This is an optimization exercise on Yosys and OpenROAD, whose aim is small area, a short achievable clock period and few clock cycles per item, not a production implementation.
Where RTL was checked, it was by simulation tests only, not by an equivalence proof against the original.
No activity file was given, so power comes from the tool's default toggle rates.

## v6
==> flow/design.v <==
module HP_FP_Pipelined_Adder (  
	input clk,
	input rst,
	input [15:0] in1,
	input [15:0] in2,
	input enable,
	output reg done,
	output [15:0] sum
);
	function automatic [14:0] skadd14(input [13:0] a, input [13:0] b, input ci);
		reg [13:0] g, p, G, P;
		integer i, l, j;
		begin
			g = a & b; p = a ^ b;
			G = g; P = p;
			G[0] = g[0] | (p[0] & ci);
			for (l = 0; l < 4; l = l + 1)
				for (i = 0; i < 14; i = i + 1)
					if ((i >> l) & 1) begin
						j = ((i >> l) << l) - 1;
						G[i] = G[i] | (P[i] & G[j]);
						P[i] = P[i] & P[j];
					end
			skadd14 = {G[13], p ^ {G[12:0], ci}};
		end
	endfunction
	reg busy;
	reg [18:0] R;
	wire [15:0] x1 = R[15:0];
	wire [15:0] x2 = in2;
	wire [4:0] e1 = x1[14:10];
	wire [4:0] e2 = x2[14:10];
	wire [10:0] ma1 = {|x1[14:0], x1[9:0]};
	wire [10:0] ma2 = {|x2[14:0], x2[9:0]};
	wire [5:0] d12 = {1'b0, e1} - {1'b0, e2};
	wire [4:0] d21 = e2 - e1;
	wire gt = d12[5];                  
	wire eq = (e1 == e2);
	wire [4:0] d = gt ? d21 : d12[4:0];
	wire swap = gt | (eq & (x2[9:0] > x1[9:0]));
	wire [10:0] mb = swap ? ma2 : ma1;
	wire [10:0] msr = swap ? ma1 : ma2;
	wire [4:0] eb = gt ? e2 : e1;
	wire [12:0] ms = {msr, 2'b00} >> d;
	wire sub = x1[15] ^ x2[15];
	wire [14:0] fc = skadd14({1'b0, mb, 2'b00}, {1'b0, ms} ^ {14{sub}}, sub);
	wire [13:0] f = fc[13:0];
	wire sb = swap ? x2[15] : x1[15];
	wire [4:0] er = R[17:13];
	wire [13:0] fr = {R[12:0], 1'b0};
	wire nz = |R[12:0];
	reg [13:0] lim;
	integer k;
	always @(*) for (k = 0; k < 14; k = k + 1) lim[k] = (er == 5'd12 - k);
	wire [13:0] mm = fr | lim;
	reg [3:0] t;
	integer i;
	always @(*) begin
		t = 4'd0;
		for (i = 0; i < 14; i = i + 1)
			if (mm[i]) t = 4'd13 - i[3:0];
	end
	wire [13:0] ns = fr << t;
	wire [4:0] en = nz ? (er + 5'd1 - {1'b0, t}) : 5'd0;
	assign sum = {R[18] & nz, en, ns[12:3]};
	always @(posedge clk) begin
		if (busy) R <= {sb, eb, f[13:1]};
		else if (enable) R[15:0] <= in1;
	end
	always @(posedge clk) begin
		if (rst) begin
			busy <= 1'b0;
			done <= 1'b0;
		end else if (busy) begin
			busy <= 1'b0;
			done <= 1'b1;
		end else if (enable) begin
			busy <= 1'b1;
			done <= 1'b0;
		end
	end
endmodule
export LEC_CHECK = 0
export ABC_AREA = 1
export CAP_MARGIN = 20
export CORE_MARGIN = 2
export CORE_UTILIZATION = 40
export SETUP_SLACK_MARGIN = 0.5
export SLEW_MARGIN = 20
create_clock -name core_clock -period 6.0 [get_ports {clk}]
standard.sh (not shown) runs the stock make flow with config.mk's settings and CLKGATE_MAP_FILE= SYNTH_SCRIPT=/design/flow/synth_recipe.tcl, a recipe that flattens the netlist after the stock synthesis.
==> flow/flow/run.sh <==
#!/bin/bash
# Standard layout, but the port buffers use a small fast buffer instead of the
# default delay-buffer cell.
set -euo pipefail
export BUFFER_PORTS_ARGS="-buffer_cell sky130_fd_sc_hd__buf_2"
bash standard.sh > standard.log 2>&1
Testbench counts of v6, summed over its fixed seeds: cycles 6,400, items 3,200.
Setup changes, v6 to v7
diff --git a/flow/design.v b/flow/design.v
--- a/flow/design.v
+++ b/flow/design.v
@@ -41,9 +41,10 @@
 	wire [10:0] mb = swap ? ma2 : ma1;
 	wire [10:0] msr = swap ? ma1 : ma2;
 	wire [4:0] eb = gt ? e2 : e1;
-	wire [12:0] ms = {msr, 2'b00} >> d;
 	wire sub = x1[15] ^ x2[15];
-	wire [14:0] fc = skadd14({1'b0, mb, 2'b00}, {1'b0, ms} ^ {14{sub}}, sub);
+	wire signed [13:0] msi = {sub, {msr, 2'b00} ^ {13{sub}}};
+	wire [13:0] msx = msi >>> d;
+	wire [14:0] fc = skadd14({1'b0, mb, 2'b00}, msx, sub);
 	wire [13:0] f = fc[13:0];
 	wire sb = swap ? x2[15] : x1[15];
 	wire [4:0] er = R[17:13];
==> comparison <==
For v7, the cell with the largest stage delay on the worst path was sky130_fd_sc_hd__fa_1, unlike v6, where it was sky130_fd_sc_hd__ha_2. Taking v6 as the reference, in v7 synthesized area per cell dropped 0.19 um2, total placed instance area went up 3.8%, detailed placer's ending HPWL now sits higher, overall power after layout has increased. Re combined buffer and inverter count along the critical path: v7 and v6 aren't equal, and the lower value belongs to v6. Per the comparison of v7 with v6, worst setup slack now sits higher; number of antenna violations at the first check in global routing flat; logic gate share of total power rose 2.3 points. Delta(synthesized area, v7 - v6) > 0. Post-synthesis instance total grows by a little under 10% when moving from v6 to v7. Reported for v7 and v6, count of antenna diodes in the layout turned out identical to the last digit.
No functional check of the RTL was part of v7.

---

// HP_FP_Pipelined_Adder: RTL as listed in full above, without the edits since
==> flow/config.mk <==
export PLATFORM = sky130hd
export DESIGN_NAME = HP_FP_Pipelined_Adder
export DESIGN_NICKNAME = HP_FP_Pipelined_Adder
export VERILOG_FILES = /design/flow/design.v
export SDC_FILE = /design/flow/constraint.sdc
export NUM_CORES = 4
export LEC_CHECK = 0
export ABC_AREA = 1
export CAP_MARGIN = 20
export CORE_MARGIN = 2
export CORE_UTILIZATION = 40
export SETUP_SLACK_MARGIN = 0.5
export SLEW_MARGIN = 20
==> flow/constraint.sdc <==
create_clock -name core_clock -period 6.0 [get_ports {clk}]
set_input_delay 1.2000 -clock core_clock [delete_from_list [all_inputs] [get_ports {clk}]]
set_output_delay 1.2000 -clock core_clock [all_outputs]
set_load 0.01 [all_outputs]
==> flow/flow/run.sh <==
#!/bin/bash
# Standard layout, but the port buffers use a small fast buffer instead of the
# default delay-buffer cell.
set -euo pipefail
export BUFFER_PORTS_ARGS="-buffer_cell sky130_fd_sc_hd__buf_1"
bash standard.sh > standard.log 2>&1
Testbench counts at the start, summed over its fixed seeds: cycles 6,400, items 3,200.
Then changed:
--- a/flow/design.v
+++ b/flow/design.v
@@ -5,25 +5,24 @@
 	input [15:0] in2,
 	input enable,
 	output reg done,
 	output [15:0] sum
 );
-	function automatic [14:0] skadd14(input [13:0] a, input [13:0] b, input ci);
+	function automatic [13:0] skaddx14(input [13:0] a, input [13:0] b, input x);
 		reg [13:0] g, p, G, P;
 		integer i, l, j;
 		begin
 			g = a & b; p = a ^ b;
 			G = g; P = p;
-			G[0] = g[0] | (p[0] & ci);
 			for (l = 0; l < 4; l = l + 1)
 				for (i = 0; i < 14; i = i + 1)
 					if ((i >> l) & 1) begin
 						j = ((i >> l) << l) - 1;
 						G[i] = G[i] | (P[i] & G[j]);
 						P[i] = P[i] & P[j];
 					end
-			skadd14 = {G[13], p ^ {G[12:0], ci}};
+			skaddx14 = (p ^ {14{x}}) ^ {G[12:0], 1'b0};
 		end
 	endfunction
 	reg busy;
 	reg [18:0] R;
 	wire [15:0] x1 = R[15:0];
@@ -41,12 +40,11 @@
 	wire [10:0] mb = swap ? ma2 : ma1;
 	wire [10:0] msr = swap ? ma1 : ma2;
 	wire [4:0] eb = gt ? e2 : e1;
 	wire [12:0] ms = {msr, 2'b00} >> d;
 	wire sub = x1[15] ^ x2[15];
-	wire [14:0] fc = skadd14({1'b0, mb, 2'b00}, {1'b0, ms} ^ {14{sub}}, sub);
-	wire [13:0] f = fc[13:0];
+	wire [13:0] f = skaddx14({1'b0, mb, 2'b00} ^ {14{sub}}, {1'b0, ms}, sub);
 	wire sb = swap ? x2[15] : x1[15];
 	wire [4:0] er = R[17:13];
 	wire [13:0] fr = {R[12:0], 1'b0};
 	wire nz = |R[12:0];
 	reg [13:0] lim;
Effect:
- The new run ran to the end with no violations
- worst hold slack gets better by 0.017 ns
- wire length came out higher by 1.7%
- setup slack improved by 0.066 ns
- global-route usage drops by 1.5 points
- non-clock buffer count goes down by 10
- count of clock-buffer cells in the layout does not change
- die area rises by about 5.3%
- synthesized area climbs by about 5.6%
- via count increases by about 5%
- total power falls by 1.7%
Testbench counts after the change, summed over its fixed seeds: cycles 6,400, items 3,200.

---

job 101:
Starts from the design.v that is shown in full above.
==> flow/config.mk <==
export PLATFORM = sky130hd
export DESIGN_NAME = HP_FP_Pipelined_Adder
export DESIGN_NICKNAME = HP_FP_Pipelined_Adder
export VERILOG_FILES = /design/flow/design.v
export SDC_FILE = /design/flow/constraint.sdc
export NUM_CORES = 4
export LEC_CHECK = 0
export ABC_AREA = 1
export CAP_MARGIN = 20
export CORE_MARGIN = 2
export CORE_UTILIZATION = 40
export SLEW_MARGIN = 20
==> flow/constraint.sdc <==
create_clock -name core_clock -period 6.0 [get_ports {clk}]
set_input_delay 1.2000 -clock core_clock [delete_from_list [all_inputs] [get_ports {clk}]]
set_output_delay 1.2000 -clock core_clock [all_outputs]
set_load 0.01 [all_outputs]
==> flow/flow/run.sh <==
#!/bin/bash
# Standard layout, but the port buffers use a small fast buffer instead of the
# default delay-buffer cell.
set -euo pipefail
export BUFFER_PORTS_ARGS="-buffer_cell sky130_fd_sc_hd__buf_2"
bash standard.sh > standard.log 2>&1
No stage failed in job 101, and the final checks on the layout all came back clean.
Testbench counts of job 101, summed over its fixed seeds: cycles 6,400, items 3,200.
Setup changes, job 101 to job 102
-- flow/design.v --
<<< job 101, line 8
	output [15:0] sum
);
	function automatic [14:0] skadd14(input [13:0] a, input [13:0] b, input ci);
		reg [13:0] g, p, G, P;
		integer i, l, j;
		begin
			g = a & b; p = a ^ b;
			G = g; P = p;
			G[0] = g[0] | (p[0] & ci);
			for (l = 0; l < 4; l = l + 1)
				for (i = 0; i < 14; i = i + 1)
					if ((i >> l) & 1) begin
						j = ((i >> l) << l) - 1;
						G[i] = G[i] | (P[i] & G[j]);
						P[i] = P[i] & P[j];
					end
			skadd14 = {G[13], p ^ {G[12:0], ci}};
		end
	endfunction
	reg busy;
	reg [18:0] R;
>>> job 102, line 8
	output [15:0] sum
);
	reg busy;
	reg [18:0] R;
<<< job 101, line 44
	wire [12:0] ms = {msr, 2'b00} >> d;
	wire sub = x1[15] ^ x2[15];
	wire [14:0] fc = skadd14({1'b0, mb, 2'b00}, {1'b0, ms} ^ {14{sub}}, sub);
	wire [13:0] f = fc[13:0];
	wire sb = swap ? x2[15] : x1[15];
	wire [4:0] er = R[17:13];
>>> job 102, line 27
	wire [12:0] ms = {msr, 2'b00} >> d;
	wire sub = x1[15] ^ x2[15];
	wire [14:0] fc = {1'b0, mb, 2'b00, 1'b1} + {{1'b0, ms} ^ {14{sub}}, sub};
	wire [13:0] f = fc[14:1];
	wire sb = swap ? x2[15] : x1[15];
	wire [4:0] er = R[17:13];
### Flow results
Job 102: final critical delay including setup and external delays lower than job 101. Compared with job 101, final cell count in job 102 increased by a few percent. Any difference in share of power burned in the clock network between job 101 and job 102 is small enough to ignore. Adder-cell share of the synthesized area: job 101 and job 102 compared, lower one is job 102. Compared to job 101, job 102 has critical path buffer and inverter count 2 higher. The final reports for job 102 and job 101 show simple-gate share of the synthesized area lower in the former.
No functional check of the RTL was part of job 102.

-- static timing again, ports no longer ideal --
The flow's constraints put no driver on any port. The routed layouts listed below were extracted and timed again, unchanged, in two steps.
Step 1, drivers: a clkbuf_16 drives clk and a buf_2 each remaining input, both assumed.
Step 2, shift: input delay + t, output delay - t, t = (earliest + latest rising clock arrival at the registers) / 2. This alone moves slack from input paths to output paths.
Three values: ideal ports, drivers, drivers and shift; two values: the first two.
run	shift t [ns]	setup slack, ns	cell pins on the clock port's net
v6	0.280	0.840 / 0.845 / 0.565	1
v7	0.284	0.902 / 0.907 / 0.623	1
the first run of note 2	0.283	0.890 / 0.889 / 0.606	1
the second run of note 2	0.301	0.956 / 0.959 / 0.658	1
job 101	0.281	0.490 / 0.494 / 0.213	1
job 102	0.286	0.672 / 0.676 / 0.390	1
After both steps every run listed still meets setup and hold. The setup slack of the second run of note 2, which loses most, moves by +0.003 ns with the drivers and by -0.298 ns with both steps.
